What follows belongs to an exercise in optimizing a design on an open flow for small area and a short achievable clock period; a production flow would make more cautious choices.
At most, simulation tests tie the RTL to the original design; equivalence was not proved.
Power figures rest on the tool's default switching activity, not on a simulated workload.

## job 101
Design calc_top, start of the top module:
module calc_top (
   input              clk,
   input              rst,
   input      [15:0]  data_x,
   input      [1:0]   KEY,
   input      [6:0]   SW,
   output     [7:0]   HEX0,
   output     [7:0]   HEX1,
   output     [7:0]   HEX2,
   output     [7:0]   HEX3,
   output     [7:0]   HEX4,
   output     [7:0]   HEX5,
   output     [1:0]   LEDR
   );
Size: roughly 1200 cells after synthesis, roughly 11000 um^2 of cells after synthesis.
==> module calc_top, before the edit <==
module calc_top (
   input              clk,
   input              rst,
   input      [15:0]  data_x,
   input      [1:0]   KEY,
   input      [6:0]   SW,
   output     [7:0]   HEX0,
   output     [7:0]   HEX1,
   output     [7:0]   HEX2,
   output     [7:0]   HEX3,
   output     [7:0]   HEX4,
   output     [7:0]   HEX5,
   output     [1:0]   LEDR
   );
reg [6:0] cnt;
wire strobe = (cnt == 7'd99);
always @(posedge clk) cnt <= rst ? 7'd0 : cnt + 7'd1;
reg [13:0] n1;                  
reg [14*15-1:0] ring;           
reg [3:0]  q;                   
reg        pend;                
reg        acc;                 
reg [13:0] sa;                  
reg [11:0] sb;                  
reg [9:0]  f2, f4, f16;         
wire q_first = (q == 4'b0001);
wire q_last  = (q == 4'b1000);  
wire q_b     = (q == 4'b1110) | (q == 4'b1100) | q_last;    
wire ins = pend & q_first;
wire [13:0] tail = ring[14*15-1:14*14];
wire [13:0] sa_sum = sa + (strobe ? data_x[13:0] : acc ? tail : 14'd0);
wire [11:0] sb_sum = sb + (strobe ? data_x[11:0] : (acc & q_b) ? tail[11:0] : 12'd0);
always @(posedge clk) begin
   ring <= {ring[14*14-1:0], ins ? n1 : tail};
   if (!ins) q <= {q[2:0], q[3] ^ q[2] | q == 4'd0};
   pend <= strobe | (pend & ~ins);
   acc  <= ins | (acc & ~q_last);
   sa <= ins ? 14'd0 : sa_sum;
   sb <= ins ? 12'd0 : sb_sum;
   if (strobe) begin
      n1  <= data_x[13:0];
      f2  <= (data_x[10:0] + n1[10:0]) >> 1;
      f4  <= sb_sum[11:2];
      f16 <= sa_sum[13:4];
   end
end
reg [9:0] f;
always @(*) begin
   case (SW[1:0])
   2'b00: f = n1[9:0];
   2'b01: f = f2;
   2'b10: f = f4;
   default: f = f16;
   endcase
end
reg kn0, kn1, reset_edge, load_edge, state;
reg [9:0] op1, op2;
always @(posedge clk) begin
   kn0 <= ~KEY[0];
   kn1 <= ~KEY[1];
   reset_edge <= ~KEY[0] & ~kn0;
   load_edge  <= ~KEY[1] & ~kn1;
   if (reset_edge) state <= 1'b0;
   else if (load_edge) state <= ~state;
   if (load_edge & ~state) op1 <= f;
   if (load_edge &  state) op2 <= f;
end
assign LEDR = (reset_edge | ~state) ? 2'b01 : 2'b10;
wire [9:0] sum_v = op1 + op2;
wire [9:0] dif_v = op1 - op2;
reg [9:0] v;
reg nothing;
always @(*) begin
   nothing = 1'b0;
   case (SW[6:2])
   5'b00001: v = f;
   5'b00010: v = op1;
   5'b00100: v = op2;
   5'b01000: v = sum_v;
   5'b10000: v = dif_v;
   default: begin v = 10'd0; nothing = 1'b1; end
   endcase
end
wire neg = v[9];
wire [9:0] a = neg ? -v : v;
reg [2:0] h;
reg [6:0] r;
always @(*) begin
   if (a >= 10'd500)      begin h = 3'd5; r = a - 10'd500; end
   else if (a >= 10'd400) begin h = 3'd4; r = a - 10'd400; end
   else if (a >= 10'd300) begin h = 3'd3; r = a - 10'd300; end
   else if (a >= 10'd200) begin h = 3'd2; r = a - 10'd200; end
   else if (a >= 10'd100) begin h = 3'd1; r = a - 10'd100; end
   else                   begin h = 3'd0; r = a[6:0]; end
end
wire [3:0] t = r / 7'd10;
wire [3:0] o = r % 7'd10;
function [6:0] seg;
   input [3:0] d;
   case (d)
   4'd0: seg = 7'h40;
   4'd1: seg = 7'h79;
   4'd2: seg = 7'h24;
   4'd3: seg = 7'h30;
   4'd4: seg = 7'h19;
   4'd5: seg = 7'h12;
   4'd6: seg = 7'h02;
   4'd7: seg = 7'h78;
   4'd8: seg = 7'h00;
   default: seg = 7'h10;
   endcase
endfunction
reg [12:0] bcnt;
always @(posedge clk) bcnt <= (rst || bcnt == 13'd4400) ? 13'd0 : bcnt + 13'd1;
wire dash = (bcnt <= 13'd2200);
wire [6:0] blank = dash ? 7'h3f : 7'h7f;
assign HEX0 = {1'b1, nothing ? blank : seg(o)};
assign HEX1 = {1'b1, nothing ? blank : seg(t)};
assign HEX2 = {1'b1, nothing ? blank : seg({1'b0, h})};
assign HEX3 = {1'b1, nothing ? blank : (neg ? 7'h3f : 7'h7f)};
assign HEX4 = 8'hff;
assign HEX5 = 8'hff;
endmodule
Settings: LEC_CHECK=0, CAP_MARGIN=20, CORE_MARGIN=2, CORE_UTILIZATION=65, CTS_BUF_LIST=sky130_fd_sc_hd__clkbuf_16, CTS_CLUSTER_DIAMETER=60, CTS_CLUSTER_SIZE=30, SLEW_MARGIN=20; clock period 28.0 ns.
standard.sh (not shown) runs the stock make flow with config.mk's settings and CLKGATE_MAP_FILE= SYNTH_SCRIPT=/design/flow/synth_recipe.tcl, a recipe that flattens the netlist after the stock synthesis.
==> flow/flow/run.sh <==
#!/bin/bash
# Own layout flow: the standard synthesis, then the combinational logic
# between the registers is mapped again by ABC for area (the registers,
# their names and cell types stay as the standard synthesis made them),
# then the standard layout steps from floorplan to finish.
set -euo pipefail
W=$(pwd)
R=$W/orfs/results/$FLOW_PLATFORM/calc_top/base
YOSYS=yosys
[[ -x $FLOW_HOME/../tools/install/yosys/bin/yosys ]] && YOSYS=$FLOW_HOME/../tools/install/yosys/bin/yosys

bash standard.sh synth > $W/std_synth.log 2>&1
cp $R/1_2_yosys.v $W/std_netlist.v

DONT_USE=$(make -s -C $FLOW_HOME DESIGN_CONFIG=$W/config.mk WORK_HOME=$W/orfs print-DONT_USE_CELLS | sed -n 's/^DONT_USE_CELLS: *//p' | tail -1)
LIB=$(make -s -C $FLOW_HOME DESIGN_CONFIG=$W/config.mk WORK_HOME=$W/orfs print-LIB_FILES | sed -n 's/^LIB_FILES: *//p' | tail -1)
export REMAP_IN=$W/std_netlist.v REMAP_OUT=$W/remap_netlist.v REMAP_LIB="$LIB" REMAP_DONT_USE="$DONT_USE" REMAP_TOP=$FLOW_TOP
$YOSYS -c $W/flow/remap.tcl > $W/remap.log 2>&1
cp $W/remap_netlist.v $R/1_2_yosys.v
rm -f $R/1_synth.odb $R/1_synth.sdc

bash standard.sh BUFFER_PORTS_ARGS="-buffer_cell sky130_fd_sc_hd__buf_2" finish > $W/layout.log 2>&1
==> flow/flow/remap.tcl <==
# Map the standard synthesis's combinational logic again, for area.
# Registers are kept as black boxes, so their instances, names and cell
# types are untouched.
yosys -import
set lib [lindex $::env(REMAP_LIB) 0]
read_liberty -ignore_miss_func -ignore_miss_dir $lib
read_verilog $::env(REMAP_IN)
hierarchy -top $::env(REMAP_TOP)
setattr -mod -set blackbox 1 sky130_fd_sc_hd__*df*
flatten
opt_clean -purge
tee -o remap_before.txt stat
set du {}
foreach c $::env(REMAP_DONT_USE) { lappend du -dont_use $c }
abc -liberty $lib {*}$du -script "+strash;ifraig;dc2;irw;dc2;dch,-f;amap;topo;dnsize"
opt_clean -purge
hilomap -singleton -hicell sky130_fd_sc_hd__conb_1 HI -locell sky130_fd_sc_hd__conb_1 LO
setundef -zero
splitnets
opt_clean -purge
insbuf -buf sky130_fd_sc_hd__buf_4 A X
read_liberty -lib -ignore_miss_func -ignore_miss_dir $lib
hierarchy -top $::env(REMAP_TOP)
tee -o remap_stat.txt stat -liberty $lib
check -assert
write_verilog -noattr -nohex -nodec $::env(REMAP_OUT)
> inputs changed (job 101 -> job 102)
==> flow/design.v, changed modules only <==
module calc_top (
   input              clk,
   input              rst,
   input      [15:0]  data_x,
   input      [1:0]   KEY,
   input      [6:0]   SW,
   output     [7:0]   HEX0,
   output     [7:0]   HEX1,
   output     [7:0]   HEX2,
   output     [7:0]   HEX3,
   output     [7:0]   HEX4,
   output     [7:0]   HEX5,
   output     [1:0]   LEDR
   );
reg [6:0] cnt;
wire strobe = (cnt == 7'd99);
always @(posedge clk) cnt <= rst ? 7'd0 : cnt + 7'd1;
reg [13:0] n1;                  
reg [14*15-1:0] ring;           
reg [3:0]  q;                   
reg        pend;                
reg        acc;                 
reg [13:0] sa;                  
reg [11:0] sb;                  
reg [9:0]  f2, f4, f16;         
wire ins = pend & (q == 4'd0);
wire [13:0] tail = ring[14*15-1:14*14];
always @(posedge clk) begin
   ring <= {ring[14*14-1:0], ins ? n1 : tail};
   if (!ins) q <= (q == 4'd14) ? 4'd0 : q + 4'd1;
   pend <= strobe | (pend & ~ins);
   acc  <= ins | (acc & (q != 4'd14));
   sa <= ins ? 14'd0 : sa + (acc ? tail : 14'd0);
   sb <= ins ? 12'd0 : sb + ((acc && q >= 4'd12) ? tail[11:0] : 12'd0);
   if (strobe) begin
      n1  <= data_x[13:0];
      f2  <= (data_x[10:0] + n1[10:0]) >> 1;
      f4  <= (data_x[11:0] + sb) >> 2;
      f16 <= (data_x[13:0] + sa) >> 4;
   end
end
reg [9:0] f;
always @(*) begin
   case (SW[1:0])
   2'b00: f = n1[9:0];
   2'b01: f = f2;
   2'b10: f = f4;
   default: f = f16;
   endcase
end
reg kn0, kn1, reset_edge, load_edge, state;
reg [9:0] op1, op2;
always @(posedge clk) begin
   kn0 <= ~KEY[0];
   kn1 <= ~KEY[1];
   reset_edge <= ~KEY[0] & ~kn0;
   load_edge  <= ~KEY[1] & ~kn1;
   if (reset_edge) state <= 1'b0;
   else if (load_edge) state <= ~state;
   if (load_edge & ~state) op1 <= f;
   if (load_edge &  state) op2 <= f;
end
assign LEDR = (reset_edge | ~state) ? 2'b01 : 2'b10;
wire [9:0] sum_v = op1 + op2;
wire [9:0] dif_v = op1 - op2;
reg [9:0] v;
reg nothing;
always @(*) begin
   nothing = 1'b0;
   case (SW[6:2])
   5'b00001: v = f;
   5'b00010: v = op1;
   5'b00100: v = op2;
   5'b01000: v = sum_v;
   5'b10000: v = dif_v;
   default: begin v = 10'd0; nothing = 1'b1; end
   endcase
end
wire neg = v[9];
wire [9:0] a = neg ? -v : v;
reg [2:0] h;
reg [6:0] r;
always @(*) begin
   if (a >= 10'd500)      begin h = 3'd5; r = a - 10'd500; end
   else if (a >= 10'd400) begin h = 3'd4; r = a - 10'd400; end
   else if (a >= 10'd300) begin h = 3'd3; r = a - 10'd300; end
   else if (a >= 10'd200) begin h = 3'd2; r = a - 10'd200; end
   else if (a >= 10'd100) begin h = 3'd1; r = a - 10'd100; end
   else                   begin h = 3'd0; r = a[6:0]; end
end
wire [3:0] t = r / 7'd10;
wire [3:0] o = r % 7'd10;
function [6:0] seg;
   input [3:0] d;
   case (d)
   4'd0: seg = 7'h40;
   4'd1: seg = 7'h79;
   4'd2: seg = 7'h24;
   4'd3: seg = 7'h30;
   4'd4: seg = 7'h19;
   4'd5: seg = 7'h12;
   4'd6: seg = 7'h02;
   4'd7: seg = 7'h78;
   4'd8: seg = 7'h00;
   default: seg = 7'h10;
   endcase
endfunction
reg [12:0] bcnt;
always @(posedge clk) bcnt <= (rst || bcnt == 13'd4400) ? 13'd0 : bcnt + 13'd1;
wire dash = (bcnt <= 13'd2200);
wire [6:0] blank = dash ? 7'h3f : 7'h7f;
assign HEX0 = {1'b1, nothing ? blank : seg(o)};
assign HEX1 = {1'b1, nothing ? blank : seg(t)};
assign HEX2 = {1'b1, nothing ? blank : seg({1'b0, h})};
assign HEX3 = {1'b1, nothing ? blank : (neg ? 7'h3f : 7'h7f)};
assign HEX4 = 8'hff;
assign HEX5 = 8'hff;
endmodule
### Flow results
Delta(number of standard cells in the layout, taps in and fillers out, job 102 - job 101) > 0
Delta(final standard cell utilization of the core, job 102 - job 101) > 0
Job 101 -> job 102: synthesized cell count increased by a few percent
Re total design power: job 102 is about 20% up on job 101.
Job 102: register-to-register path setup slack higher than job 101
A cell type of the slowest stage on the worst timing path of sky130_fd_sc_hd__a222oi_1 is what job 101 shows, while sky130_fd_sc_hd__nor3_1 belongs to job 102.
For job 101, only the layout was checked, not whether the RTL still works.

-- what the ideal ports hide --
The results above use ideal ports. As a check the final layouts listed here were re-extracted and re-timed, cells and wires unchanged. Step 1: set_driving_cell puts a clkbuf_16 on clk and a buf_2 on each other input, an assumption about the parent block. Step 2, shift: input delay + t, output delay - t, t = (earliest + latest rising clock arrival at the registers) / 2. This alone moves slack from input paths to output paths. Three values: ideal, step 1, step 2; two values: the first two.
run | t, ns | setup slack, ns | hold WS [ns] | slew at the worst register clock pin (ns)
job 101 | 0.545 | 7.678 / 7.654 / 7.654 | 0.313 / 0.313 / 0.313 | 0.11 / 0.11
job 102 | 0.540 | 7.894 / 7.873 / 7.873 | 0.328 / 0.328 / 0.328 | 0.11 / 0.11
After both steps setup and hold are still met in every run listed. The setup slack of job 101, which loses most, moves by -0.024 ns with the drivers and by -0.024 ns with both steps.
